From an optimization exercise on the open Yosys and OpenROAD flow, aimed at small area and a short achievable clock period; shortcuts taken in it are not production practice.
No functional check of the RTL was part of any run shown here.
Power is estimated from default activity; no workload was simulated.

`flow/flow/run.sh`:
```
#!/bin/bash
# Own layout flow: the standard ORFS flow with these changes:
#  - synthesis keeps the modules named in KEEP (flattened again at the end, as the standard flow's script
#    does) so that ABC maps each with a script of its own (ABC_PLAN: module:script pairs);
#  - ports get PORT_BUF buffers;
#  - timing repair aims SETUP_MARGIN ns below the clock period.
# Every tool's output goes to a log file in the work folder (and ORFS's own logs under orfs/logs).
set -euo pipefail
WORK=$(pwd)
FLOWDIR=$WORK/flow
source $FLOWDIR/settings.sh

cp config.mk my_config.mk
cat >> my_config.mk <<EOC
export SETUP_SLACK_MARGIN = ${SETUP_MARGIN}
export TNS_END_PERCENT = 100
export BUFFER_PORTS_ARGS = -buffer_cell ${PORT_BUF}
export SYNTH_KEEP_MODULES = ${KEEP:-}
EOC
[ -n "${EXTRA_MK:-}" ] && printf '%b\n' "$EXTRA_MK" >> my_config.mk

# synthesis script: the standard flow's, with abc run once per module of ABC_PLAN, each with its own script
{
  echo "proc abc {args} {"
  echo "  set i [lsearch -exact \$args -script]"
  echo "  foreach {mod scr} {${ABC_PLAN}} {"
  echo "    set a \$args"
  echo "    lset a [expr {\$i + 1}] $FLOWDIR/\$scr"
  echo "    yosys abc {*}\$a \$mod"
  echo "  }"
  echo "}"
  cat synth_recipe.tcl
} > my_synth.tcl

make -C "$FLOW_HOME" DESIGN_CONFIG=$WORK/my_config.mk WORK_HOME=$WORK/orfs CLKGATE_MAP_FILE= \
  SYNTH_SCRIPT=$WORK/my_synth.tcl finish > $WORK/make_finish.log 2>&1

RES=$WORK/orfs/results/$FLOW_PLATFORM/top/base
: # left out here: write the final layout as DEF
```
`flow/flow/amap.abc`:
```
strash; dch -f; amap
```
`flow/flow/exp.abc`:
```
strash; dch -f; map -D 900; topo; buffer -N 8; upsize -D 900; dnsize -D 900; stime -p
```
`flow/flow/fast.abc`:
```
strash; dch -f; map -D 700; topo; buffer -N 6; upsize -D 700; dnsize -D 700; stime -p
```
`flow/flow/gate.abc`:
```
strash; map -a
```
`flow/flow/settings.sh`:
```
SETUP_MARGIN=9
PORT_BUF=sky130_fd_sc_hd__buf_1
KEEP="roba_in roba_exp g_inv g_nand2 g_nor2 g_xor2 g_xnor2 g_a21oi g_o21ai g_o22ai"
ABC_PLAN="roba_in fast.abc roba_exp exp.abc g_* gate.abc top amap.abc"
EXTRA_MK='export ADDER_MAP_FILE ='
```
`flow/standard.sh`:
```
#!/bin/bash
# synth_recipe.tcl (not shown) runs the flow's synth.tcl, then flattens the netlist and writes it again
# the make line also repeats each setting of config.mk as NAME=value (left out here)
make -C /OpenROAD-flow-scripts/flow DESIGN_CONFIG=/design/flow/config.mk WORK_HOME=/design/flow/orfs CLKGATE_MAP_FILE= SYNTH_SCRIPT=/design/flow/synth_recipe.tcl "${@:-finish}"
```
`flow/config.mk`:
```
export PLATFORM = sky130hd
export DESIGN_NAME = top
export DESIGN_NICKNAME = top
export VERILOG_FILES = /design/flow/design.v
export SDC_FILE = /design/flow/constraint.sdc
export NUM_CORES = 8
export LEC_CHECK = 0
export CAP_MARGIN = 20
export CORE_MARGIN = 2
export CORE_UTILIZATION = 40
export SLEW_MARGIN = 20
```
`flow/constraint.sdc`:
```
create_clock -name core_clock -period 14.0 [get_ports {clk}]
set_input_delay 2.8000 -clock core_clock [delete_from_list [all_inputs] [get_ports {clk}]]
set_output_delay 2.8000 -clock core_clock [all_outputs]
set_load 0.01 [all_outputs]
```
`flow/design.v`:
```
`timescale 1ns / 1ps
module top (
    input             clk,
    input      [15:0] x,
    input      [15:0] y,
    output reg [31:0] Q_p
);
  wire [15:0] ax, ay;
  wire        s;
  roba_in u_in (.x(x), .y(y), .ax(ax), .ay(ay), .s(s));
  reg  [15:0] ax_r, ay_r;
  reg         s_r;
  always @(posedge clk) begin
    ax_r <= ax;
    ay_r <= ay;
    s_r  <= s;
  end
  wire [30:0] p;
  roba_mid u_mid (.ax(ax_r), .ay(ay_r), .s(s_r), .p(p));
  always @(posedge clk)
    Q_p <= {s_r, p};
endmodule
module roba_in (
    input  [15:0] x,
    input  [15:0] y,
    output [15:0] ax,
    output [15:0] ay,
    output        s
);
  wire [15:0] mx, my;
  wire        nzx, nzy;
  roba_abs absx (.v(x), .a(mx), .nz(nzx));
  roba_abs absy (.v(y), .a(my), .nz(nzy));
  assign ax = mx & {16{nzy}};
  assign ay = my & {16{nzx}};
  assign s  = (x[15] ^ y[15]) & nzx & nzy;
endmodule
module roba_abs (
    input  [15:0] v,
    output [15:0] a,
    output        nz
);
  wire [15:0] o;    
  roba_por #(.N(16)) por (.i(v), .o(o));
  assign a  = v ^ ({o[14:0], 1'b0} & {16{v[15]}});
  assign nz = o[15];
endmodule
module roba_mid (
    input  [15:0] ax,
    input  [15:0] ay,
    input         s,
    output [30:0] p
);
  wire [3:0]  ex, ey;
  wire [13:0] dx;
  roba_exp rx (.a(ax), .e(ex), .d(dx));
  roba_exp ry (.a(ay), .e(ey), .d());
  wire [30:0] A, B;
  roba_sha sha (.d(ay), .e(ex), .o(A));    
  roba_shb shb (.d(dx), .e(ey), .o(B));    
  roba_add add (.a(A), .b(B), .inv(s), .s(p));
endmodule
module roba_exp (
    input  [15:0] a,
    output [3:0]  e,
    output [13:0] d
);
  wire [15:0] m;
  wire [15:0] ar, orr;    
  genvar j;
  generate
    for (j = 0; j < 16; j = j + 1) begin : g_r
      assign ar[j] = a[15-j];
      assign m[15-j] = (j == 0) ? 1'b0 : orr[j-1];
    end
  endgenerate
  roba_por #(.N(16)) por (.i(ar), .o(orr));
  wire [16:1] ge;
  assign ge[1]  = m[0];
  assign ge[2]  = m[1];
  generate
    for (j = 3; j < 16; j = j + 1) begin : g_ge
      assign ge[j] = m[j-1] | (a[j-1] & a[j-2]);
    end
  endgenerate
  assign ge[16] = 1'b0;
  assign e[3] = ge[8];
  assign e[2] = ge[4] & ~ge[8] | ge[12];
  assign e[1] = ge[2] & ~ge[4] | ge[6] & ~ge[8] | ge[10] & ~ge[12] | ge[14];
  assign e[0] = ge[1] & ~ge[2] | ge[3] & ~ge[4] | ge[5] & ~ge[6] | ge[7] & ~ge[8]
              | ge[9] & ~ge[10] | ge[11] & ~ge[12] | ge[13] & ~ge[14] | ge[15];
  wire [15:3] upt;
  generate
    for (j = 3; j < 16; j = j + 1) begin : g_up
      assign upt[j] = a[j-1] & a[j-2] & ~m[j-1];
    end
  endgenerate
  wire up = |upt;
  generate
    for (j = 0; j < 14; j = j + 1) begin : g_d
      assign d[j] = m[j] ? a[j] : up;
    end
  endgenerate
endmodule
module roba_por #(parameter N = 16, parameter L = 4) (
    input  [N-1:0] i,
    output [N-1:0] o
);
  wire [N-1:0] t [0:L];
  assign t[0] = i;
  genvar l, k;
  generate
    for (l = 0; l < L; l = l + 1) begin : lv
      for (k = 0; k < N; k = k + 1) begin : bt
        if ((k >> l) & 1) begin : op
          assign t[l+1][k] = t[l][k] | t[l][((k >> l) << l) - 1];
        end else begin : pass
          assign t[l+1][k] = t[l][k];
        end
      end
    end
  endgenerate
  assign o = t[L];
endmodule
module roba_sha (
    input  [15:0] d,
    input  [3:0]  e,
    output [30:0] o
);
  wire en_1, en_2, en_3, en_4, sh_5, sh_6, sh_7, sh_8, sh_9, sh_10, sh_11, sh_12, sh_13, sh_14, sh_15, sh_16, sh_17, sh_18, sh_19, sh_20, sh_21, sh_22, sh_23, sh_24, sh_25, sh_26, sh_27, sh_28, sh_29, sh_30, sh_31, sh_32, sh_33, sh_34, sh_35, sh_36, sh_37, sh_38, sh_39, sh_40, sh_41, sh_42, sh_43, sh_44, sh_45, sh_46, sh_47, sh_48, sh_49, sh_50, sh_51, sh_52, sh_53, sh_54, sh_55, sh_56, sh_57, sh_58, sh_59, sh_60, sh_61, sh_62, sh_63, sh_64, sh_65, sh_66, sh_67, sh_68, sh_69, sh_70, sh_71, sh_72, sh_73, sh_74, sh_75, sh_76, sh_77, sh_78, sh_79, sh_80, sh_81, sh_82, sh_83, sh_84, sh_85, sh_86, sh_87, sh_88, sh_89, sh_90, sh_91, sh_92, sh_93, sh_94;
  g_inv u1 (e[0], en_1);
  g_inv u2 (e[1], en_2);
  g_inv u3 (e[2], en_3);
  g_inv u4 (e[3], en_4);
  g_nand2 u5 (en_1, d[0], sh_5);
  g_o22ai u6 (d[0], en_1, d[1], e[0], sh_6);
  g_o22ai u7 (d[1], en_1, d[2], e[0], sh_7);
  g_o22ai u8 (d[2], en_1, d[3], e[0], sh_8);
  g_o22ai u9 (d[3], en_1, d[4], e[0], sh_9);
  g_o22ai u10 (d[4], en_1, d[5], e[0], sh_10);
  g_o22ai u11 (d[5], en_1, d[6], e[0], sh_11);
  g_o22ai u12 (d[6], en_1, d[7], e[0], sh_12);
  g_o22ai u13 (d[7], en_1, d[8], e[0], sh_13);
  g_o22ai u14 (d[8], en_1, d[9], e[0], sh_14);
  g_o22ai u15 (d[9], en_1, d[10], e[0], sh_15);
  g_o22ai u16 (d[10], en_1, d[11], e[0], sh_16);
  g_o22ai u17 (d[11], en_1, d[12], e[0], sh_17);
  g_o22ai u18 (d[12], en_1, d[13], e[0], sh_18);
  g_o22ai u19 (d[13], en_1, d[14], e[0], sh_19);
  g_o22ai u20 (d[14], en_1, d[15], e[0], sh_20);
  g_nand2 u21 (e[0], d[15], sh_21);
  g_nor2 u22 (e[1], sh_5, sh_22);
  g_nor2 u23 (e[1], sh_6, sh_23);
  g_o22ai u24 (sh_5, en_2, sh_7, e[1], sh_24);
  g_o22ai u25 (sh_6, en_2, sh_8, e[1], sh_25);
  g_o22ai u26 (sh_7, en_2, sh_9, e[1], sh_26);
  g_o22ai u27 (sh_8, en_2, sh_10, e[1], sh_27);
  g_o22ai u28 (sh_9, en_2, sh_11, e[1], sh_28);
  g_o22ai u29 (sh_10, en_2, sh_12, e[1], sh_29);
  g_o22ai u30 (sh_11, en_2, sh_13, e[1], sh_30);
  g_o22ai u31 (sh_12, en_2, sh_14, e[1], sh_31);
  g_o22ai u32 (sh_13, en_2, sh_15, e[1], sh_32);
  g_o22ai u33 (sh_14, en_2, sh_16, e[1], sh_33);
  g_o22ai u34 (sh_15, en_2, sh_17, e[1], sh_34);
  g_o22ai u35 (sh_16, en_2, sh_18, e[1], sh_35);
  g_o22ai u36 (sh_17, en_2, sh_19, e[1], sh_36);
  g_o22ai u37 (sh_18, en_2, sh_20, e[1], sh_37);
  g_o22ai u38 (sh_19, en_2, sh_21, e[1], sh_38);
  g_nor2 u39 (en_2, sh_20, sh_39);
  g_nor2 u40 (en_2, sh_21, sh_40);
  g_nand2 u41 (en_3, sh_22, sh_41);
  g_nand2 u42 (en_3, sh_23, sh_42);
  g_nand2 u43 (en_3, sh_24, sh_43);
  g_nand2 u44 (en_3, sh_25, sh_44);
  g_o22ai u45 (sh_22, en_3, sh_26, e[2], sh_45);
  g_o22ai u46 (sh_23, en_3, sh_27, e[2], sh_46);
  g_o22ai u47 (sh_24, en_3, sh_28, e[2], sh_47);
  g_o22ai u48 (sh_25, en_3, sh_29, e[2], sh_48);
  g_o22ai u49 (sh_26, en_3, sh_30, e[2], sh_49);
  g_o22ai u50 (sh_27, en_3, sh_31, e[2], sh_50);
  g_o22ai u51 (sh_28, en_3, sh_32, e[2], sh_51);
  g_o22ai u52 (sh_29, en_3, sh_33, e[2], sh_52);
  g_o22ai u53 (sh_30, en_3, sh_34, e[2], sh_53);
  g_o22ai u54 (sh_31, en_3, sh_35, e[2], sh_54);
  g_o22ai u55 (sh_32, en_3, sh_36, e[2], sh_55);
  g_o22ai u56 (sh_33, en_3, sh_37, e[2], sh_56);
  g_o22ai u57 (sh_34, en_3, sh_38, e[2], sh_57);
  g_o22ai u58 (sh_35, en_3, sh_39, e[2], sh_58);
  g_o22ai u59 (sh_36, en_3, sh_40, e[2], sh_59);
  g_nand2 u60 (e[2], sh_37, sh_60);
  g_nand2 u61 (e[2], sh_38, sh_61);
  g_nand2 u62 (e[2], sh_39, sh_62);
  g_nand2 u63 (e[2], sh_40, sh_63);
  g_nor2 u64 (e[3], sh_41, sh_64);
  g_nor2 u65 (e[3], sh_42, sh_65);
  g_nor2 u66 (e[3], sh_43, sh_66);
  g_nor2 u67 (e[3], sh_44, sh_67);
  g_nor2 u68 (e[3], sh_45, sh_68);
  g_nor2 u69 (e[3], sh_46, sh_69);
  g_nor2 u70 (e[3], sh_47, sh_70);
  g_nor2 u71 (e[3], sh_48, sh_71);
  g_o22ai u72 (sh_41, en_4, sh_49, e[3], sh_72);
  g_o22ai u73 (sh_42, en_4, sh_50, e[3], sh_73);
  g_o22ai u74 (sh_43, en_4, sh_51, e[3], sh_74);
  g_o22ai u75 (sh_44, en_4, sh_52, e[3], sh_75);
  g_o22ai u76 (sh_45, en_4, sh_53, e[3], sh_76);
  g_o22ai u77 (sh_46, en_4, sh_54, e[3], sh_77);
  g_o22ai u78 (sh_47, en_4, sh_55, e[3], sh_78);
  g_o22ai u79 (sh_48, en_4, sh_56, e[3], sh_79);
  g_o22ai u80 (sh_49, en_4, sh_57, e[3], sh_80);
  g_o22ai u81 (sh_50, en_4, sh_58, e[3], sh_81);
  g_o22ai u82 (sh_51, en_4, sh_59, e[3], sh_82);
  g_o22ai u83 (sh_52, en_4, sh_60, e[3], sh_83);
  g_o22ai u84 (sh_53, en_4, sh_61, e[3], sh_84);
  g_o22ai u85 (sh_54, en_4, sh_62, e[3], sh_85);
  g_o22ai u86 (sh_55, en_4, sh_63, e[3], sh_86);
  g_nor2 u87 (en_4, sh_56, sh_87);
  g_nor2 u88 (en_4, sh_57, sh_88);
  g_nor2 u89 (en_4, sh_58, sh_89);
  g_nor2 u90 (en_4, sh_59, sh_90);
  g_nor2 u91 (en_4, sh_60, sh_91);
  g_nor2 u92 (en_4, sh_61, sh_92);
  g_nor2 u93 (en_4, sh_62, sh_93);
  g_nor2 u94 (en_4, sh_63, sh_94);
  assign o[0] = sh_64;
  assign o[1] = sh_65;
  assign o[2] = sh_66;
  assign o[3] = sh_67;
  assign o[4] = sh_68;
  assign o[5] = sh_69;
  assign o[6] = sh_70;
  assign o[7] = sh_71;
  assign o[8] = sh_72;
  assign o[9] = sh_73;
  assign o[10] = sh_74;
  assign o[11] = sh_75;
  assign o[12] = sh_76;
  assign o[13] = sh_77;
  assign o[14] = sh_78;
  assign o[15] = sh_79;
  assign o[16] = sh_80;
  assign o[17] = sh_81;
  assign o[18] = sh_82;
  assign o[19] = sh_83;
  assign o[20] = sh_84;
  assign o[21] = sh_85;
  assign o[22] = sh_86;
  assign o[23] = sh_87;
  assign o[24] = sh_88;
  assign o[25] = sh_89;
  assign o[26] = sh_90;
  assign o[27] = sh_91;
  assign o[28] = sh_92;
  assign o[29] = sh_93;
  assign o[30] = sh_94;
endmodule
module roba_shb (
    input  [13:0] d,
    input  [3:0]  e,
    output [30:0] o
);
  wire en_1, en_2, en_3, en_4, sn_5, sh_6, sh_7, sh_8, sh_9, sh_10, sh_11, sh_12, sh_13, sh_14, sh_15, sh_16, sh_17, sh_18, sh_19, sh_20, sh_21, sh_22, sh_23, sh_24, sh_25, sh_26, sh_27, sh_28, sh_29, sh_30, sh_31, sh_32, sh_33, sh_34, sh_35, sh_36, sh_37, sh_38, sh_39, sh_40, sh_41, sh_42, sh_43, sh_44, sh_45, sh_46, sh_47, sh_48, sh_49, sh_50, sh_51, sh_52, sh_53, sh_54, sh_55, sh_56, sh_57, sh_58, sh_59, sh_60, sh_61, sh_62, sh_63, sh_64, sh_65, sh_66, sh_67, sh_68, sh_69, sh_70, sh_71, sh_72, sh_73, sh_74, sh_75, sh_76, sh_77, sh_78, sh_79, sh_80, sh_81, sh_82, sh_83;
  g_inv u1 (e[0], en_1);
  g_inv u2 (e[1], en_2);
  g_inv u3 (e[2], en_3);
  g_inv u4 (e[3], en_4);
  g_inv u5 (d[13], sn_5);
  g_nand2 u6 (en_1, d[0], sh_6);
  g_o22ai u7 (d[0], en_1, d[1], e[0], sh_7);
  g_o22ai u8 (d[1], en_1, d[2], e[0], sh_8);
  g_o22ai u9 (d[2], en_1, d[3], e[0], sh_9);
  g_o22ai u10 (d[3], en_1, d[4], e[0], sh_10);
  g_o22ai u11 (d[4], en_1, d[5], e[0], sh_11);
  g_o22ai u12 (d[5], en_1, d[6], e[0], sh_12);
  g_o22ai u13 (d[6], en_1, d[7], e[0], sh_13);
  g_o22ai u14 (d[7], en_1, d[8], e[0], sh_14);
  g_o22ai u15 (d[8], en_1, d[9], e[0], sh_15);
  g_o22ai u16 (d[9], en_1, d[10], e[0], sh_16);
  g_o22ai u17 (d[10], en_1, d[11], e[0], sh_17);
  g_o22ai u18 (d[11], en_1, d[12], e[0], sh_18);
  g_o22ai u19 (d[12], en_1, d[13], e[0], sh_19);
  g_nor2 u20 (e[1], sh_6, sh_20);
  g_nor2 u21 (e[1], sh_7, sh_21);
  g_o22ai u22 (sh_6, en_2, sh_8, e[1], sh_22);
  g_o22ai u23 (sh_7, en_2, sh_9, e[1], sh_23);
  g_o22ai u24 (sh_8, en_2, sh_10, e[1], sh_24);
  g_o22ai u25 (sh_9, en_2, sh_11, e[1], sh_25);
  g_o22ai u26 (sh_10, en_2, sh_12, e[1], sh_26);
  g_o22ai u27 (sh_11, en_2, sh_13, e[1], sh_27);
  g_o22ai u28 (sh_12, en_2, sh_14, e[1], sh_28);
  g_o22ai u29 (sh_13, en_2, sh_15, e[1], sh_29);
  g_o22ai u30 (sh_14, en_2, sh_16, e[1], sh_30);
  g_o22ai u31 (sh_15, en_2, sh_17, e[1], sh_31);
  g_o22ai u32 (sh_16, en_2, sh_18, e[1], sh_32);
  g_o22ai u33 (sh_17, en_2, sh_19, e[1], sh_33);
  g_o22ai u34 (sh_18, en_2, sn_5, e[1], sh_34);
  g_o22ai u35 (sh_19, en_2, sn_5, e[1], sh_35);
  g_nand2 u36 (en_3, sh_20, sh_36);
  g_nand2 u37 (en_3, sh_21, sh_37);
  g_nand2 u38 (en_3, sh_22, sh_38);
  g_nand2 u39 (en_3, sh_23, sh_39);
  g_o22ai u40 (sh_20, en_3, sh_24, e[2], sh_40);
  g_o22ai u41 (sh_21, en_3, sh_25, e[2], sh_41);
  g_o22ai u42 (sh_22, en_3, sh_26, e[2], sh_42);
  g_o22ai u43 (sh_23, en_3, sh_27, e[2], sh_43);
  g_o22ai u44 (sh_24, en_3, sh_28, e[2], sh_44);
  g_o22ai u45 (sh_25, en_3, sh_29, e[2], sh_45);
  g_o22ai u46 (sh_26, en_3, sh_30, e[2], sh_46);
  g_o22ai u47 (sh_27, en_3, sh_31, e[2], sh_47);
  g_o22ai u48 (sh_28, en_3, sh_32, e[2], sh_48);
  g_o22ai u49 (sh_29, en_3, sh_33, e[2], sh_49);
  g_o22ai u50 (sh_30, en_3, sh_34, e[2], sh_50);
  g_o22ai u51 (sh_31, en_3, sh_35, e[2], sh_51);
  g_o22ai u52 (sh_32, en_3, d[13], e[2], sh_52);
  g_o22ai u53 (sh_33, en_3, d[13], e[2], sh_53);
  g_o22ai u54 (sh_34, en_3, d[13], e[2], sh_54);
  g_o22ai u55 (sh_35, en_3, d[13], e[2], sh_55);
  g_nor2 u56 (e[3], sh_36, sh_56);
  g_nor2 u57 (e[3], sh_37, sh_57);
  g_nor2 u58 (e[3], sh_38, sh_58);
  g_nor2 u59 (e[3], sh_39, sh_59);
  g_nor2 u60 (e[3], sh_40, sh_60);
  g_nor2 u61 (e[3], sh_41, sh_61);
  g_nor2 u62 (e[3], sh_42, sh_62);
  g_nor2 u63 (e[3], sh_43, sh_63);
  g_o22ai u64 (sh_36, en_4, sh_44, e[3], sh_64);
  g_o22ai u65 (sh_37, en_4, sh_45, e[3], sh_65);
  g_o22ai u66 (sh_38, en_4, sh_46, e[3], sh_66);
  g_o22ai u67 (sh_39, en_4, sh_47, e[3], sh_67);
  g_o22ai u68 (sh_40, en_4, sh_48, e[3], sh_68);
  g_o22ai u69 (sh_41, en_4, sh_49, e[3], sh_69);
  g_o22ai u70 (sh_42, en_4, sh_50, e[3], sh_70);
  g_o22ai u71 (sh_43, en_4, sh_51, e[3], sh_71);
  g_o22ai u72 (sh_44, en_4, sh_52, e[3], sh_72);
  g_o22ai u73 (sh_45, en_4, sh_53, e[3], sh_73);
  g_o22ai u74 (sh_46, en_4, sh_54, e[3], sh_74);
  g_o22ai u75 (sh_47, en_4, sh_55, e[3], sh_75);
  g_o22ai u76 (sh_48, en_4, sn_5, e[3], sh_76);
  g_o22ai u77 (sh_49, en_4, sn_5, e[3], sh_77);
  g_o22ai u78 (sh_50, en_4, sn_5, e[3], sh_78);
  g_o22ai u79 (sh_51, en_4, sn_5, e[3], sh_79);
  g_o22ai u80 (sh_52, en_4, sn_5, e[3], sh_80);
  g_o22ai u81 (sh_53, en_4, sn_5, e[3], sh_81);
  g_o22ai u82 (sh_54, en_4, sn_5, e[3], sh_82);
  g_o22ai u83 (sh_55, en_4, sn_5, e[3], sh_83);
  assign o[0] = sh_56;
  assign o[1] = sh_57;
  assign o[2] = sh_58;
  assign o[3] = sh_59;
  assign o[4] = sh_60;
  assign o[5] = sh_61;
  assign o[6] = sh_62;
  assign o[7] = sh_63;
  assign o[8] = sh_64;
  assign o[9] = sh_65;
  assign o[10] = sh_66;
  assign o[11] = sh_67;
  assign o[12] = sh_68;
  assign o[13] = sh_69;
  assign o[14] = sh_70;
  assign o[15] = sh_71;
  assign o[16] = sh_72;
  assign o[17] = sh_73;
  assign o[18] = sh_74;
  assign o[19] = sh_75;
  assign o[20] = sh_76;
  assign o[21] = sh_77;
  assign o[22] = sh_78;
  assign o[23] = sh_79;
  assign o[24] = sh_80;
  assign o[25] = sh_81;
  assign o[26] = sh_82;
  assign o[27] = sh_83;
  assign o[28] = d[13];
  assign o[29] = d[13];
  assign o[30] = d[13];
endmodule
module roba_add (
    input  [30:0] a,
    input  [30:0] b,
    input         inv,
    output [30:0] s
);
  wire g_1, h_2, g_3, h_4, g_5, h_6, g_7, h_8, g_9, h_10, g_11, h_12, g_13, h_14, g_15, h_16, g_17, h_18, g_19, h_20, g_21, h_22, g_23, h_24, g_25, h_26, g_27, h_28, g_29, h_30, g_31, h_32, g_33, h_34, g_35, h_36, g_37, h_38, g_39, h_40, g_41, h_42, g_43, h_44, g_45, h_46, g_47, h_48, g_49, h_50, g_51, h_52, g_53, h_54, g_55, h_56, g_57, h_58, g_59, h_60, g_61, h_62, G_63, G_64, P_65, G_66, P_67, G_68, P_69, G_70, P_71, G_72, P_73, G_74, P_75, G_76, P_77, G_78, P_79, G_80, P_81, G_82, P_83, G_84, P_85, G_86, P_87, G_88, P_89, G_90, P_91, i_92, G_93, G_94, i_95, G_96, i_97, P_98, G_99, P_100, i_101, G_102, i_103, P_104, G_105, P_106, i_107, G_108, i_109, P_110, G_111, P_112, i_113, G_114, i_115, P_116, G_117, P_118, i_119, G_120, i_121, P_122, G_123, P_124, i_125, G_126, i_127, P_128, G_129, P_130, i_131, G_132, i_133, P_134, G_135, i_136, G_137, G_138, G_139, G_140, P_141, i_142, G_143, i_144, P_145, G_146, P_147, G_148, P_149, G_150, P_151, i_152, G_153, i_154, P_155, G_156, P_157, G_158, P_159, G_160, P_161, i_162, G_163, i_164, P_165, G_166, P_167, i_168, G_169, G_170, G_171, G_172, G_173, G_174, G_175, G_176, i_177, G_178, i_179, P_180, G_181, P_182, G_183, P_184, G_185, P_186, G_187, P_188, G_189, P_190, G_191, P_192, G_193, i_194, G_195, G_196, G_197, G_198, G_199, G_200, G_201, G_202, G_203, G_204, G_205, G_206, G_207, G_208, hs_209, hs_210, o_211, hs_212, o_213, hs_214, o_215, hs_216, o_217, hs_218, o_219, hs_220, o_221, hs_222, o_223, hs_224, o_225, hs_226, o_227, hs_228, o_229, hs_230, o_231, hs_232, o_233, hs_234, o_235, hs_236, o_237, hs_238, o_239, hs_240, o_241, hs_242, o_243, hs_244, o_245, hs_246, o_247, hs_248, o_249, hs_250, o_251, hs_252, o_253, hs_254, o_255, hs_256, o_257, hs_258, o_259, hs_260, o_261, hs_262, o_263, hs_264, o_265, hs_266, o_267, hs_268, o_269;
  g_nand2 u1 (a[0], b[0], g_1);
  g_xnor2 u2 (a[0], b[0], h_2);
  g_nand2 u3 (a[1], b[1], g_3);
  g_xnor2 u4 (a[1], b[1], h_4);
  g_nand2 u5 (a[2], b[2], g_5);
  g_xnor2 u6 (a[2], b[2], h_6);
  g_nand2 u7 (a[3], b[3], g_7);
  g_xnor2 u8 (a[3], b[3], h_8);
  g_nand2 u9 (a[4], b[4], g_9);
  g_xnor2 u10 (a[4], b[4], h_10);
  g_nand2 u11 (a[5], b[5], g_11);
  g_xnor2 u12 (a[5], b[5], h_12);
  g_nand2 u13 (a[6], b[6], g_13);
  g_xnor2 u14 (a[6], b[6], h_14);
  g_nand2 u15 (a[7], b[7], g_15);
  g_xnor2 u16 (a[7], b[7], h_16);
  g_nand2 u17 (a[8], b[8], g_17);
  g_xnor2 u18 (a[8], b[8], h_18);
  g_nand2 u19 (a[9], b[9], g_19);
  g_xnor2 u20 (a[9], b[9], h_20);
  g_nand2 u21 (a[10], b[10], g_21);
  g_xnor2 u22 (a[10], b[10], h_22);
  g_nand2 u23 (a[11], b[11], g_23);
  g_xnor2 u24 (a[11], b[11], h_24);
  g_nand2 u25 (a[12], b[12], g_25);
  g_xnor2 u26 (a[12], b[12], h_26);
  g_nand2 u27 (a[13], b[13], g_27);
  g_xnor2 u28 (a[13], b[13], h_28);
  g_nand2 u29 (a[14], b[14], g_29);
  g_xnor2 u30 (a[14], b[14], h_30);
  g_nand2 u31 (a[15], b[15], g_31);
  g_xnor2 u32 (a[15], b[15], h_32);
  g_nand2 u33 (a[16], b[16], g_33);
  g_xnor2 u34 (a[16], b[16], h_34);
  g_nand2 u35 (a[17], b[17], g_35);
  g_xnor2 u36 (a[17], b[17], h_36);
  g_nand2 u37 (a[18], b[18], g_37);
  g_xnor2 u38 (a[18], b[18], h_38);
  g_nand2 u39 (a[19], b[19], g_39);
  g_xnor2 u40 (a[19], b[19], h_40);
  g_nand2 u41 (a[20], b[20], g_41);
  g_xnor2 u42 (a[20], b[20], h_42);
  g_nand2 u43 (a[21], b[21], g_43);
  g_xnor2 u44 (a[21], b[21], h_44);
  g_nand2 u45 (a[22], b[22], g_45);
  g_xnor2 u46 (a[22], b[22], h_46);
  g_nand2 u47 (a[23], b[23], g_47);
  g_xnor2 u48 (a[23], b[23], h_48);
  g_nand2 u49 (a[24], b[24], g_49);
  g_xnor2 u50 (a[24], b[24], h_50);
  g_nand2 u51 (a[25], b[25], g_51);
  g_xnor2 u52 (a[25], b[25], h_52);
  g_nand2 u53 (a[26], b[26], g_53);
  g_xnor2 u54 (a[26], b[26], h_54);
  g_nand2 u55 (a[27], b[27], g_55);
  g_xnor2 u56 (a[27], b[27], h_56);
  g_nand2 u57 (a[28], b[28], g_57);
  g_xnor2 u58 (a[28], b[28], h_58);
  g_nand2 u59 (a[29], b[29], g_59);
  g_xnor2 u60 (a[29], b[29], h_60);
  g_nand2 u61 (a[30], b[30], g_61);
  g_xnor2 u62 (a[30], b[30], h_62);
  g_o21ai u63 (h_4, g_1, g_3, G_63);
  g_o21ai u64 (h_8, g_5, g_7, G_64);
  g_nor2 u65 (h_8, h_6, P_65);
  g_o21ai u66 (h_12, g_9, g_11, G_66);
  g_nor2 u67 (h_12, h_10, P_67);
  g_o21ai u68 (h_16, g_13, g_15, G_68);
  g_nor2 u69 (h_16, h_14, P_69);
  g_o21ai u70 (h_20, g_17, g_19, G_70);
  g_nor2 u71 (h_20, h_18, P_71);
  g_o21ai u72 (h_24, g_21, g_23, G_72);
  g_nor2 u73 (h_24, h_22, P_73);
  g_o21ai u74 (h_28, g_25, g_27, G_74);
  g_nor2 u75 (h_28, h_26, P_75);
  g_o21ai u76 (h_32, g_29, g_31, G_76);
  g_nor2 u77 (h_32, h_30, P_77);
  g_o21ai u78 (h_36, g_33, g_35, G_78);
  g_nor2 u79 (h_36, h_34, P_79);
  g_o21ai u80 (h_40, g_37, g_39, G_80);
  g_nor2 u81 (h_40, h_38, P_81);
  g_o21ai u82 (h_44, g_41, g_43, G_82);
  g_nor2 u83 (h_44, h_42, P_83);
  g_o21ai u84 (h_48, g_45, g_47, G_84);
  g_nor2 u85 (h_48, h_46, P_85);
  g_o21ai u86 (h_52, g_49, g_51, G_86);
  g_nor2 u87 (h_52, h_50, P_87);
  g_o21ai u88 (h_56, g_53, g_55, G_88);
  g_nor2 u89 (h_56, h_54, P_89);
  g_o21ai u90 (h_60, g_57, g_59, G_90);
  g_nor2 u91 (h_60, h_58, P_91);
  g_inv u92 (G_63, i_92);
  g_o21ai u93 (h_6, i_92, g_5, G_93);
  g_a21oi u94 (P_65, G_63, G_64, G_94);
  g_inv u95 (G_66, i_95);
  g_o21ai u96 (h_14, i_95, g_13, G_96);
  g_inv u97 (P_67, i_97);
  g_nor2 u98 (h_14, i_97, P_98);
  g_a21oi u99 (P_69, G_66, G_68, G_99);
  g_nand2 u100 (P_69, P_67, P_100);
  g_inv u101 (G_70, i_101);
  g_o21ai u102 (h_22, i_101, g_21, G_102);
  g_inv u103 (P_71, i_103);
  g_nor2 u104 (h_22, i_103, P_104);
  g_a21oi u105 (P_73, G_70, G_72, G_105);
  g_nand2 u106 (P_73, P_71, P_106);
  g_inv u107 (G_74, i_107);
  g_o21ai u108 (h_30, i_107, g_29, G_108);
  g_inv u109 (P_75, i_109);
  g_nor2 u110 (h_30, i_109, P_110);
  g_a21oi u111 (P_77, G_74, G_76, G_111);
  g_nand2 u112 (P_77, P_75, P_112);
  g_inv u113 (G_78, i_113);
  g_o21ai u114 (h_38, i_113, g_37, G_114);
  g_inv u115 (P_79, i_115);
  g_nor2 u116 (h_38, i_115, P_116);
  g_a21oi u117 (P_81, G_78, G_80, G_117);
  g_nand2 u118 (P_81, P_79, P_118);
  g_inv u119 (G_82, i_119);
  g_o21ai u120 (h_46, i_119, g_45, G_120);
  g_inv u121 (P_83, i_121);
  g_nor2 u122 (h_46, i_121, P_122);
  g_a21oi u123 (P_85, G_82, G_84, G_123);
  g_nand2 u124 (P_85, P_83, P_124);
  g_inv u125 (G_86, i_125);
  g_o21ai u126 (h_54, i_125, g_53, G_126);
  g_inv u127 (P_87, i_127);
  g_nor2 u128 (h_54, i_127, P_128);
  g_a21oi u129 (P_89, G_86, G_88, G_129);
  g_nand2 u130 (P_89, P_87, P_130);
  g_inv u131 (G_90, i_131);
  g_o21ai u132 (h_62, i_131, g_61, G_132);
  g_inv u133 (P_91, i_133);
  g_nor2 u134 (h_62, i_133, P_134);
  g_o21ai u135 (h_10, G_94, g_9, G_135);
  g_inv u136 (G_94, i_136);
  g_a21oi u137 (P_67, i_136, G_66, G_137);
  g_a21oi u138 (P_98, i_136, G_96, G_138);
  g_o21ai u139 (P_100, G_94, G_99, G_139);
  g_o21ai u140 (h_26, G_105, g_25, G_140);
  g_nor2 u141 (h_26, P_106, P_141);
  g_inv u142 (G_105, i_142);
  g_a21oi u143 (P_75, i_142, G_74, G_143);
  g_inv u144 (P_106, i_144);
  g_nand2 u145 (P_75, i_144, P_145);
  g_a21oi u146 (P_110, i_142, G_108, G_146);
  g_nand2 u147 (P_110, i_144, P_147);
  g_o21ai u148 (P_112, G_105, G_111, G_148);
  g_nor2 u149 (P_112, P_106, P_149);
  g_o21ai u150 (h_42, G_117, g_41, G_150);
  g_nor2 u151 (h_42, P_118, P_151);
  g_inv u152 (G_117, i_152);
  g_a21oi u153 (P_83, i_152, G_82, G_153);
  g_inv u154 (P_118, i_154);
  g_nand2 u155 (P_83, i_154, P_155);
  g_a21oi u156 (P_122, i_152, G_120, G_156);
  g_nand2 u157 (P_122, i_154, P_157);
  g_o21ai u158 (P_124, G_117, G_123, G_158);
  g_nor2 u159 (P_124, P_118, P_159);
  g_o21ai u160 (h_58, G_129, g_57, G_160);
  g_nor2 u161 (h_58, P_130, P_161);
  g_inv u162 (G_129, i_162);
  g_a21oi u163 (P_91, i_162, G_90, G_163);
  g_inv u164 (P_130, i_164);
  g_nand2 u165 (P_91, i_164, P_165);
  g_a21oi u166 (P_134, i_162, G_132, G_166);
  g_nand2 u167 (P_134, i_164, P_167);
  g_inv u168 (G_139, i_168);
  g_o21ai u169 (h_18, i_168, g_17, G_169);
  g_a21oi u170 (P_71, G_139, G_70, G_170);
  g_a21oi u171 (P_104, G_139, G_102, G_171);
  g_o21ai u172 (P_106, i_168, G_105, G_172);
  g_a21oi u173 (P_141, G_139, G_140, G_173);
  g_o21ai u174 (P_145, i_168, G_143, G_174);
  g_o21ai u175 (P_147, i_168, G_146, G_175);
  g_a21oi u176 (P_149, G_139, G_148, G_176);
  g_inv u177 (G_158, i_177);
  g_o21ai u178 (h_50, i_177, g_49, G_178);
  g_inv u179 (P_159, i_179);
  g_nor2 u180 (h_50, i_179, P_180);
  g_a21oi u181 (P_87, G_158, G_86, G_181);
  g_nand2 u182 (P_87, P_159, P_182);
  g_a21oi u183 (P_128, G_158, G_126, G_183);
  g_nand2 u184 (P_128, P_159, P_184);
  g_o21ai u185 (P_130, i_177, G_129, G_185);
  g_nor2 u186 (P_130, i_179, P_186);
  g_a21oi u187 (P_161, G_158, G_160, G_187);
  g_nand2 u188 (P_161, P_159, P_188);
  g_o21ai u189 (P_165, i_177, G_163, G_189);
  g_nor2 u190 (P_165, i_179, P_190);
  g_o21ai u191 (P_167, i_177, G_166, G_191);
  g_nor2 u192 (P_167, i_179, P_192);
  g_o21ai u193 (h_34, G_176, g_33, G_193);
  g_inv u194 (G_176, i_194);
  g_a21oi u195 (P_79, i_194, G_78, G_195);
  g_a21oi u196 (P_116, i_194, G_114, G_196);
  g_o21ai u197 (P_118, G_176, G_117, G_197);
  g_a21oi u198 (P_151, i_194, G_150, G_198);
  g_o21ai u199 (P_155, G_176, G_153, G_199);
  g_o21ai u200 (P_157, G_176, G_156, G_200);
  g_a21oi u201 (P_159, i_194, G_158, G_201);
  g_a21oi u202 (P_180, i_194, G_178, G_202);
  g_o21ai u203 (P_182, G_176, G_181, G_203);
  g_o21ai u204 (P_184, G_176, G_183, G_204);
  g_a21oi u205 (P_186, i_194, G_185, G_205);
  g_o21ai u206 (P_188, G_176, G_187, G_206);
  g_a21oi u207 (P_190, i_194, G_189, G_207);
  g_a21oi u208 (P_192, i_194, G_191, G_208);
  g_xnor2 u209 (h_2, inv, hs_209);
  g_xnor2 u210 (h_4, inv, hs_210);
  g_xnor2 u211 (hs_210, g_1, o_211);
  g_xnor2 u212 (h_6, inv, hs_212);
  g_xor2 u213 (hs_212, G_63, o_213);
  g_xnor2 u214 (h_8, inv, hs_214);
  g_xor2 u215 (hs_214, G_93, o_215);
  g_xnor2 u216 (h_10, inv, hs_216);
  g_xnor2 u217 (hs_216, G_94, o_217);
  g_xnor2 u218 (h_12, inv, hs_218);
  g_xor2 u219 (hs_218, G_135, o_219);
  g_xnor2 u220 (h_14, inv, hs_220);
  g_xnor2 u221 (hs_220, G_137, o_221);
  g_xnor2 u222 (h_16, inv, hs_222);
  g_xnor2 u223 (hs_222, G_138, o_223);
  g_xnor2 u224 (h_18, inv, hs_224);
  g_xor2 u225 (hs_224, G_139, o_225);
  g_xnor2 u226 (h_20, inv, hs_226);
  g_xor2 u227 (hs_226, G_169, o_227);
  g_xnor2 u228 (h_22, inv, hs_228);
  g_xnor2 u229 (hs_228, G_170, o_229);
  g_xnor2 u230 (h_24, inv, hs_230);
  g_xnor2 u231 (hs_230, G_171, o_231);
  g_xnor2 u232 (h_26, inv, hs_232);
  g_xor2 u233 (hs_232, G_172, o_233);
  g_xnor2 u234 (h_28, inv, hs_234);
  g_xnor2 u235 (hs_234, G_173, o_235);
  g_xnor2 u236 (h_30, inv, hs_236);
  g_xor2 u237 (hs_236, G_174, o_237);
  g_xnor2 u238 (h_32, inv, hs_238);
  g_xor2 u239 (hs_238, G_175, o_239);
  g_xnor2 u240 (h_34, inv, hs_240);
  g_xnor2 u241 (hs_240, G_176, o_241);
  g_xnor2 u242 (h_36, inv, hs_242);
  g_xor2 u243 (hs_242, G_193, o_243);
  g_xnor2 u244 (h_38, inv, hs_244);
  g_xnor2 u245 (hs_244, G_195, o_245);
  g_xnor2 u246 (h_40, inv, hs_246);
  g_xnor2 u247 (hs_246, G_196, o_247);
  g_xnor2 u248 (h_42, inv, hs_248);
  g_xor2 u249 (hs_248, G_197, o_249);
  g_xnor2 u250 (h_44, inv, hs_250);
  g_xnor2 u251 (hs_250, G_198, o_251);
  g_xnor2 u252 (h_46, inv, hs_252);
  g_xor2 u253 (hs_252, G_199, o_253);
  g_xnor2 u254 (h_48, inv, hs_254);
  g_xor2 u255 (hs_254, G_200, o_255);
  g_xnor2 u256 (h_50, inv, hs_256);
  g_xnor2 u257 (hs_256, G_201, o_257);
  g_xnor2 u258 (h_52, inv, hs_258);
  g_xnor2 u259 (hs_258, G_202, o_259);
  g_xnor2 u260 (h_54, inv, hs_260);
  g_xor2 u261 (hs_260, G_203, o_261);
  g_xnor2 u262 (h_56, inv, hs_262);
  g_xor2 u263 (hs_262, G_204, o_263);
  g_xnor2 u264 (h_58, inv, hs_264);
  g_xnor2 u265 (hs_264, G_205, o_265);
  g_xnor2 u266 (h_60, inv, hs_266);
  g_xor2 u267 (hs_266, G_206, o_267);
  g_xnor2 u268 (h_62, inv, hs_268);
  g_xnor2 u269 (hs_268, G_207, o_269);
  assign s[0] = hs_209;
  assign s[1] = o_211;
  assign s[2] = o_213;
  assign s[3] = o_215;
  assign s[4] = o_217;
  assign s[5] = o_219;
  assign s[6] = o_221;
  assign s[7] = o_223;
  assign s[8] = o_225;
  assign s[9] = o_227;
  assign s[10] = o_229;
  assign s[11] = o_231;
  assign s[12] = o_233;
  assign s[13] = o_235;
  assign s[14] = o_237;
  assign s[15] = o_239;
  assign s[16] = o_241;
  assign s[17] = o_243;
  assign s[18] = o_245;
  assign s[19] = o_247;
  assign s[20] = o_249;
  assign s[21] = o_251;
  assign s[22] = o_253;
  assign s[23] = o_255;
  assign s[24] = o_257;
  assign s[25] = o_259;
  assign s[26] = o_261;
  assign s[27] = o_263;
  assign s[28] = o_265;
  assign s[29] = o_267;
  assign s[30] = o_269;
endmodule
module g_inv   (input a, output y);                   assign y = ~a;                      endmodule
module g_nand2 (input a, input b, output y);          assign y = ~(a & b);                endmodule
module g_nor2  (input a, input b, output y);          assign y = ~(a | b);                endmodule
module g_xor2  (input a, input b, output y);          assign y = a ^ b;                   endmodule
module g_xnor2 (input a, input b, output y);          assign y = ~(a ^ b);                endmodule
module g_a21oi (input a1, input a2, input b1, output y); assign y = ~((a1 & a2) | b1);    endmodule
module g_o21ai (input a1, input a2, input b1, output y); assign y = ~((a1 | a2) & b1);    endmodule
module g_o22ai (input a1, input a2, input b1, input b2, output y); assign y = ~((a1 | a2) & (b1 | b2)); endmodule
```
==> results.sh, run 1 <==
export IMPL_nets=925
export IMPL_drc=0
export IMPL_syn_area_um2=5622
export IMPL_skew_ns=0.004873
export IMPL_layout_min_cycle_time_ns=4.577
export IMPL_cts_made_buffers=9
export IMPL_cts_sinks=65
export IMPL_maxSlewViolCount=0
export IMPL_reg2reg_slack_ns=9.42
export IMPL_cts_max_path_buffers=2
export IMPL_syn_avg_cell_area_um2=6.831
export IMPL_relSlewSlack_pct=34.49
export IMPL_wl_per_cell_um=13.61
export IMPL_drive_above_1_share_pct=8.696
export IMPL_die_area_um2=15020
export IMPL_critical_path_class="reg -> reg"
export IMPL_whs_path_depth=6
export IMPL_place_congestion=0.9453
export IMPL_dp_cells=1055
export IMPL_die_w_um=122.6
export IMPL_cellLeakagePower_nw=2.283
export IMPL_antennaDiodeCount=0
export IMPL_grt_pass1_wl_um=24270
export IMPL_vias=5837
export IMPL_setup_tns_ns=0
export IMPL_layout_common_cells="o22ai_1, nor2_1, nand2_1"
export IMPL_worst_ep_required_time_ns=14.22
export IMPL_power_per_cell_area_nw_per_um2=134.0
export IMPL_finalInstanceArea_um2=6435
export IMPL_grt_pass1_vias=5186
export IMPL_core_area_um2=13830
export IMPL_cts_root_buf="clkbuf_16"
export IMPL_cp_end_kind="flop"
export IMPL_clk_latency_ns=0.34
export IMPL_tightest_slew_ns=0.9827
export IMPL_io_buffer_count=64
export IMPL_outcome="complete, no violations"
export IMPL_fin_crit_sh_pct=32.69
export IMPL_drt_iter0_markers=434
export IMPL_dpl_instance_area_um2=6043
export IMPL_max_vdd_ir_drop_mv=0.06609
export IMPL_fin_util_pct=46.54
export IMPL_cp_start_kind="flop"
export IMPL_viasPerCell=5.420
export IMPL_routed_wl_um=14660
export IMPL_postCtsHoldBufs=0
export IMPL_layout_area_overhead_vs_synth_pct=14.47
export IMPL_ios=65
export IMPL_synthCells=823
export IMPL_hold_viol=0
export IMPL_start_util_pct=40.66
export IMPL_stdcell_count=1077
export IMPL_final_common_cell="o22ai_1"
export IMPL_reg2reg_depth=21
export IMPL_overflow=0
export IMPL_first_pass_iters=5
export IMPL_setup_violations=0
export IMPL_antenna_found_initial=0
export IMPL_ys_warn_count=2
export IMPL_max_clock_freq_mhz=218.5
export IMPL_fillers=1446
export IMPL_rsz0062_at_grt="no"
export IMPL_syn_num_nets=856
export IMPL_hp_class="reg -> reg"
export IMPL_ant_nets=0
export IMPL_cts_htree_levels=3
export IMPL_cts_tree="built"
export IMPL_hpwlAfterDp_um=11490
export IMPL_r2r_start="ax_r[13]"
export IMPL_path_clk_slew_ns=0.05
export IMPL_grt_usage_pct=19.95
export IMPL_hold_path_end="Q_p[1]"
export IMPL_maxCapViolations=0
export IMPL_rows=43
export IMPL_die_y_um=122.6
export IMPL_hold_ws_ns=0.7940
export IMPL_min_from="ay_r[0]"
export IMPL_r2r_end="Q_p[26]"
export IMPL_path_max_fanout=27
export IMPL_critPathArrivalTime_ns=4.80
export IMPL_grt_max_degree=33
==> state kept, by name, summed over array words and instances, names as in the netlist <==
register  cells
Q_p          32
ax_r         16
ay_r         16
s_r           1
==> cell type report <==
class / count / area (um^2) / share of cell area [%]
multi-input combinational: 656 / 3974 / 61.75
sequential: 65 / 1303 / 20.24
inverter: 87 / 335.3 / 5.211
timing repair buffer: 73 / 307.8 / 4.783
clock buffer: 13 / 250.2 / 3.889
tap: 180 / 225.2 / 3.500
clock inverter: 3 / 40.04 / 0.6222
==> critical path: stages, from the launching register on <==
cell	delay [ns]
dfxtp_1	0.43
nor2_2	0.07
nand2_2	0.13
inv_4	0.06
nand2_4	0.11
inv_1	0.10
nand2_4	0.27
a21oi_1	0.08
a211oi_1	0.23
nand4_1	0.25
buf_4	0.27
o22ai_1	0.22
o22ai_1	0.14
o22ai_1	0.33
o22ai_1	0.19
xnor2_1	0.41
nor2_1	0.12
a21oi_1	0.34
o21ai_2	0.17
a21oi_1	0.20
o21ai_0	0.16
xor2_1	0.18
==> worst max-delay path by stage <==
stage,from,end,cells past startpoint
after floorplan,ax_r[15],Q_p[24],18
after global placement,ax_r[15],Q_p[18],22
after detailed placement,ax_r[15],Q_p[18],22
after CTS,ay_r[11],Q_p[18],22
after global routing,ax_r[13],Q_p[25],22
final,ax_r[13],Q_p[26],21
==> timing repair <==
action                     in CTS  in global routing
setup endpoints to repair      23                 19
setup buffers                   2                  4
pin swaps                       3                  0
gates resized for setup         9                  9
==> per-layer routing <==
| metal | up-vias | wire length [um] | global-route usage [%] |
|---|---|---|---|
| li1 | 3056 | - | - |
| met5 | - | 0 | 0 |
| met2 | 219 | 6429 | 31.81 |
| met1 | 2521 | 6872 | 26.45 |
| met3 | 41 | 919 | 4.507 |
| met4 | 0 | 435 | 6.968 |
==> power breakdown <==
part           switching (mW)  internal, mW
sequential             0.0217         0.228
clock                  0.0754         0.142
combinational           0.239         0.156
total                   0.336         0.526
==> stage by stage <==
step / setup slack (ns) / power, mW
6_report: 9.423 / 0.8622
5_1_grt: 9.085 / 0.9279
4_1_cts: 9.089 / 0.8570
3_5_place_dp: 7.713 / 0.6321
3_3_place_gp: 7.751 / 0.6323
2_1_floorplan: 9.036 / 0.5424
==> run 2, diff against run 1 <==
--- a/flow/flow/settings.sh
+++ b/flow/flow/settings.sh
@@ -1,3 +1,3 @@
-SETUP_MARGIN=9
+SETUP_MARGIN=9.5
 PORT_BUF=sky130_fd_sc_hd__buf_1
 KEEP="roba_in roba_exp g_inv g_nand2 g_nor2 g_xor2 g_xnor2 g_a21oi g_o21ai g_o22ai"
==> results.sh, run 2 <==
export IMPL_setup_slack_ns=9.797
export IMPL_clk_latency_ns=0.34
export IMPL_largest_register_ffs=32
export IMPL_max_clock_freq_mhz=237.9
export IMPL_cts_made_buffers=9
export IMPL_first_pass_iters=6
export IMPL_grt_max_degree=33
export IMPL_cts_htree_levels=3
export IMPL_power_per_cell_area_nw_per_um2=131.3
export IMPL_totalPowerFinal_mw=0.9272
export IMPL_path_clk_slew_ns=0.06
export IMPL_routed_wl_um=16080
export IMPL_layout_area_overhead_vs_synth_pct=25.64
export IMPL_postCtsHoldBufs=0
export IMPL_relSlewSlack_pct=33.34
export IMPL_setup_tns_ns=0
export IMPL_grt_pass1_wl_um=24870
export IMPL_final_common_cell="nand2_1"
export IMPL_drt_iter0_markers=625
export IMPL_grt_usage_pct=20.40
export IMPL_syn_avg_cell_area_um2=6.831
export IMPL_reg_top3="Q_p (32), ax_r (16), ay_r (16)"
export IMPL_layout_min_cycle_time_ns=4.203
export IMPL_max_stage_delay_ns=0.34
export IMPL_start_util_pct=40.66
export IMPL_die_y_um=122.6
export IMPL_cp_end_kind="flop"
export IMPL_path_max_fanout=16
export IMPL_cts_root_buf="clkbuf_16"
export IMPL_antennaDiodeCount=0
export IMPL_ios=65
export IMPL_synthCells=823
export IMPL_cts_sinks=65
export IMPL_whs_path_depth=0
export IMPL_cp_num_buf_inv=5
export IMPL_cp_start_kind="flop"
export IMPL_io_buffer_count=64
export IMPL_antenna_found_initial=0
export IMPL_vias=6076
export IMPL_cp_num_cells=23
export IMPL_tightest_slew_ns=1.000
export IMPL_die_w_um=122.6
export IMPL_maxCapViolations=0
export IMPL_fillers=1374
export IMPL_core_area_um2=13830
export IMPL_maxSlewViolCount=0
export IMPL_wl_per_cell_um=14.78
export IMPL_path_cells="nor2_4 -> nand2_2 -> inv_4 -> nand2_4 -> nor3_4 -> inv_1 -> a21oi_2 -> nand2_1 -> nand4_1 -> buf_4 -> inv_4 -> o22ai_1 -> o22ai_2 -> o22ai_2 -> o22ai_1 -> xnor2_1 -> nor2_2 -> nand2_1 -> o21ai_2 -> clkinv_1 -> o21ai_0 -> a21oi_1 -> xnor2_1"
export IMPL_rows=43
export IMPL_fin_util_pct=51.08
export IMPL_cts_max_path_buffers=2
export IMPL_reg2reg_depth=23
export IMPL_viasPerCell=5.585
export IMPL_skew_ns=0.009430
export IMPL_ys_warn_count=2
export IMPL_place_ws_ns=8.289
export IMPL_nets=938
export IMPL_max_vdd_ir_drop_mv=0.06984
export IMPL_overflow=0
export IMPL_critPathArrivalTime_ns=4.43
export IMPL_hold_viol=0
export IMPL_place_congestion=0.9140
export IMPL_slowest_stage="dfxtp_1"
export IMPL_syn_num_nets=856
export IMPL_worst_ep_required_time_ns=14.23
export IMPL_outcome="complete, no violations"
export IMPL_cts_tree="built"
export IMPL_layout_common_cells="nand2_1, nor2_1, o22ai_1"
export IMPL_hpwlAfterDp_um=11410
export IMPL_regMostFlops="Q_p"
export IMPL_critical_path_class="reg -> reg"
export IMPL_crit_family="compound AO/OA/AOI/OAI gates"
export IMPL_drc=0
export IMPL_setup_violations=0
export IMPL_fin_crit_sh_pct=30.02
export IMPL_die_area_um2=15020
export IMPL_syn_area_um2=5622
export IMPL_rsz0062_at_grt="no"
export IMPL_drive_above_1_share_pct=18.61
export IMPL_grt_pass1_vias=5238
export IMPL_ant_nets=0
export IMPL_hp_class="reg -> reg"
export IMPL_cellLeakagePower_nw=2.480
==> run 2: timing repair <==
item	CTS	global route
gates resized for setup	16	89
gates cloned	0	4
buffers inserted	5	13
endpoints found under the setup margin	26	22
pin swaps	4	11
==> run 2: cell type report <==
| class | instances | area [um^2] | area share [%] |
|---|---|---|---|
| tap | 180 | 225.2 | 3.189 |
| sequential | 65 | 1304 | 18.46 |
| timing repair buffer | 83 | 384.1 | 5.438 |
| clock inverter | 3 | 65.06 | 0.9212 |
| clock buffer | 11 | 252.7 | 3.578 |
| multi-input combinational | 658 | 4469 | 63.28 |
| inverter | 87 | 356.6 | 5.049 |
| timing repair inverter | 1 | 6.256 | 0.08857 |
==> run 2: worst register-to-register path: cells and delay by family, from the launching register on <==
family          cells  cell delay [ns]
simple gates        8             1.19
compound gates      8             1.59
flops               1             0.34
xor+xnor            2             0.38
buf+inv             5             0.60
==> run 2: path summary, 6_finish.rpt <==
check | from | end | slack (ns)
max reg2reg | ax_r[15] | Q_p[30] | 9.80
max | ax_r[15] | Q_p[30] | 9.80
min reg2reg | s_r | Q_p[31] | 0.85
min | s_r | Q_p[31] | 0.85
==> run 2: layer usage <==
metal	track usage (%)	up-vias	part of all wire, %
li1	-	3085	-
met1	28.36	2721	46
met2	32.53	222	46
met3	2.370	48	4.8
met4	7.184	0	3.5
met5	0	-	0
==> run 2: where the power goes <==
group / internal (mW) / switching, mW / total [mW]
clock network: 0.163 / 0.0819 / 0.245
logic: 0.174 / 0.257 / 0.431
registers: 0.228 / 0.0231 / 0.251
total: 0.565 / 0.362 / 0.927
==> run 2: through the flow <==
step | hold slack (ns) | std cells | cell area, um^2
floorplan | 0.7180 | 823 | 5652
global placement | 0.8131 | 1052 | 6038
detailed placement | 0.8003 | 1052 | 6038
CTS | 0.8120 | 1071 | 6471
global route | 0.8938 | 1088 | 7063
finish | 0.8537 | 1088 | 7063
==> run 3, diff against run 2 <==
--- a/flow/flow/settings.sh
+++ b/flow/flow/settings.sh
@@ -1,3 +1,3 @@
-SETUP_MARGIN=9.5
+SETUP_MARGIN=10
 PORT_BUF=sky130_fd_sc_hd__buf_1
 KEEP="roba_in roba_exp g_inv g_nand2 g_nor2 g_xor2 g_xnor2 g_a21oi g_o21ai g_o22ai"
==> results.sh, run 3 <==
export IMPL_critPathArrivalTime_ns=4.19
export IMPL_pwr_share_clk_pct=21.0
export IMPL_die_area_um2=15020
export IMPL_path_clk_slew_ns=0.05
export IMPL_setup_tns_ns=0
export IMPL_r2r_end="Q_p[28]"
export IMPL_rows=43
export IMPL_layout_min_cycle_time_ns=3.967
export IMPL_clk_latency_ns=0.34
export IMPL_critical_path_class="reg -> reg"
export IMPL_grt_usage_pct=21.70
export IMPL_core_area_um2=13830
export IMPL_place_congestion=0.9293
export IMPL_fillers=1206
export IMPL_cp_start_kind="flop"
export IMPL_reg_top3="Q_p (32), ax_r (16), ay_r (16)"
export IMPL_outcome="complete, no violations"
export IMPL_antennaDiodeCount=0
export IMPL_intPower_mw=0.6091
export IMPL_cts_root_buf="clkbuf_16"
export IMPL_final_common_cell="nand2_1"
export IMPL_tightest_slew_ns=1.028
export IMPL_cts_max_path_buffers=2
export IMPL_drive_above_1_share_pct=38.15
export IMPL_start_util_pct=40.66
export IMPL_relSlewSlack_pct=31.47
export IMPL_hold_viol=0
export IMPL_grt_pass1_wl_um=26340
export IMPL_layout_area_overhead_vs_synth_pct=49.94
export IMPL_switching_share_pct=40.83
export IMPL_combPwrFrac_pct=54.1
export IMPL_stdcell_count=1129
export IMPL_drt_iter0_markers=482
export IMPL_min_from="s_r"
export IMPL_largest_register_ffs=32
export IMPL_startpoint="ax_r[12]"
export IMPL_max_vdd_ir_drop_mv=0.07234
export IMPL_max_clock_freq_mhz=252.1
export IMPL_reg2reg_slack_ns=10.03
export IMPL_first_pass_iters=6
export IMPL_routed_wl_um=18330
export IMPL_syn_avg_cell_area_um2=6.831
export IMPL_cts_sinks=65
export IMPL_setup_violations=0
export IMPL_synthCells=823
export IMPL_die_w_um=122.6
export IMPL_hold_path_end="Q_p[31]"
export IMPL_io_buffer_count=64
export IMPL_ant_nets=0
export IMPL_cellLeakagePower_nw=2.916
export IMPL_grt_max_degree=33
export IMPL_syn_num_nets=856
export IMPL_maxCapViolations=0
export IMPL_power_frac_seq_pct=24.9
export IMPL_whs_path_depth=0
export IMPL_dp_cells=1052
export IMPL_viasPerCell=5.718
export IMPL_nets=979
export IMPL_drc=0
export IMPL_antenna_found_initial=0
export IMPL_wl_per_cell_um=16.24
export IMPL_maxSlewViolCount=0
export IMPL_power_per_cell_area_nw_per_um2=122.1
export IMPL_cts_made_buffers=9
export IMPL_p_sw_mw=0.4203
export IMPL_skew_ns=0.005312
export IMPL_rsz0062_at_grt="yes"
export IMPL_regMostFlops="Q_p"
export IMPL_cts_tree="built"
export IMPL_grt_pass1_vias=5556
export IMPL_ios=65
export IMPL_fin_crit_sh_pct=28.33
export IMPL_r2r_start="ax_r[12]"
export IMPL_layout_common_cells="nand2_1, o22ai_2, nor2_1"
export IMPL_hp_class="reg -> reg"
export IMPL_vias=6456
export IMPL_hpwlAfterDp_um=11640
export IMPL_reg2reg_depth=24
export IMPL_syn_area_um2=5622
export IMPL_ys_warn_count=2
export IMPL_cp_end_kind="flop"
export IMPL_die_y_um=122.6
export IMPL_overflow=0
export IMPL_worst_ep_required_time_ns=14.23
export IMPL_cts_htree_levels=3
export IMPL_path_max_fanout=8
## run 3: metal layers
layer,global-route usage [%],share of wire (%),routed length (um),up-vias
met1,27.33,42,7784,2935
met3,3.253,4.7,867,79
li1,-,-,-,3182
met4,11.78,5.0,912,0
met5,0,0,0,-
met2,35.56,48,8768,260
## run 3: power groups by stage
stage	registers [mW]	clock network (mW)	logic, mW
final	0.256	0.216	0.557
after detailed placement	0.255	0	0.381
after floorplan	0.268	0	0.281
after global routing	0.263	0.229	0.603
after CTS	0.252	0.222	0.428
after global placement	0.254	0	0.382
## run 3: worst max-delay path by stage
stage                         end  slack [ns]  cells past startpoint
after floorplan           Q_p[18]       10.01                     22
after global placement    Q_p[18]        9.15                     22
after detailed placement  Q_p[28]        9.12                     22
after CTS                 Q_p[30]        9.99                     23
after global routing      Q_p[30]        9.81                     24
final                     Q_p[28]       10.03                     24
## run 3: final cells by class
cell class | count | area (um^2) | share of cell area [%]
Multi-Input combinational cell | 659 | 5477 | 64.97
Sequential cell | 65 | 1324 | 15.70
Timing Repair Buffer | 123 | 729.5 | 8.654
Inverter | 87 | 381.6 | 4.527
Clock buffer | 10 | 239.0 | 2.835
Tap cell | 180 | 225.2 | 2.672
Clock inverter | 4 | 45.04 | 0.5344
Timing Repair inverter | 1 | 8.758 | 0.1039
## run 3: worst max-delay path: stages, from the launching register on
cell and delay [ns]:
dfxtp_2 0.40, nor2_4 0.05, nand2_4 0.09, inv_4 0.06
nand2_4 0.13, clkinvlp_4 0.17, nand2_8 0.08, a21oi_1 0.05
a211oi_2 0.15, nand4_1 0.21, buf_6 0.21, inv_6 0.11
o22ai_2 0.13, o22ai_2 0.25, o22ai_2 0.14, buf_4 0.19
o22ai_2 0.21, xnor2_1 0.19, nor2_2 0.20, nand2_2 0.12
nor2_4 0.21, clkinv_1 0.14, nor2_1 0.15, a21oi_2 0.08
xnor2_1 0.12
## run 3: repair_timing
action                     in CTS  in global routing
hold buffers                    0                  0
pin swaps                      20                 41
setup endpoints to repair      29                 44
cloned                          3                  1
buffers inserted               28                 31
gates resized for setup        85                215
## run 3: stage by stage
stage	util (%)	setup WS, ns	area [um^2]	hold WS (ns)	power, mW
2_1_floorplan	-	10.01	5710	0.7233	0.5486
3_3_place_gp	44.10	9.150	6097	0.8382	0.6358
3_5_place_dp	44.10	9.122	6097	0.8445	0.6360
4_1_cts	51.24	9.985	7084	0.8476	0.9028
5_1_grt	60.96	9.806	8429	0.8937	1.094
6_report	60.96	10.03	8429	0.8644	1.029

[separate check: timing with driven ports]
How much do the figures lean on ideal ports? The routed layouts below were timed once more, with nothing changed but the port constraints. Step 1 sets driving cells, clkbuf_16 on the clock port and buf_2 on the other inputs (assumed; they add their load-dependent delay and slew). Step 2 moves the port delays by t, midway between the first and last clock arrival at a register: inputs arrive t later, outputs are due t later. That takes back most of the time a late clock gives input paths. Slacks: ideal / step 1 / step 2; pairs: ideal / step 1.
run | shift t [ns] | setup slack, ns | hold slack, ns | clock arrival spread, ns
run 1 | 0.372 | 9.423 / 9.423 / 9.423 | 0.794 / 0.794 / 0.794 | 0.004 / 0.005
run 2 | 0.375 | 9.797 / 9.797 / 9.565 | 0.854 / 0.854 / 0.854 | 0.009 / 0.010
run 3 | 0.379 | 10.034 / 10.034 / 9.822 | 0.864 / 0.864 / 0.864 | 0.006 / 0.007
After both steps every run listed still meets setup and hold. The setup slack of run 2, which loses most, moves by 0.000 ns with the drivers and by -0.232 ns with both steps.
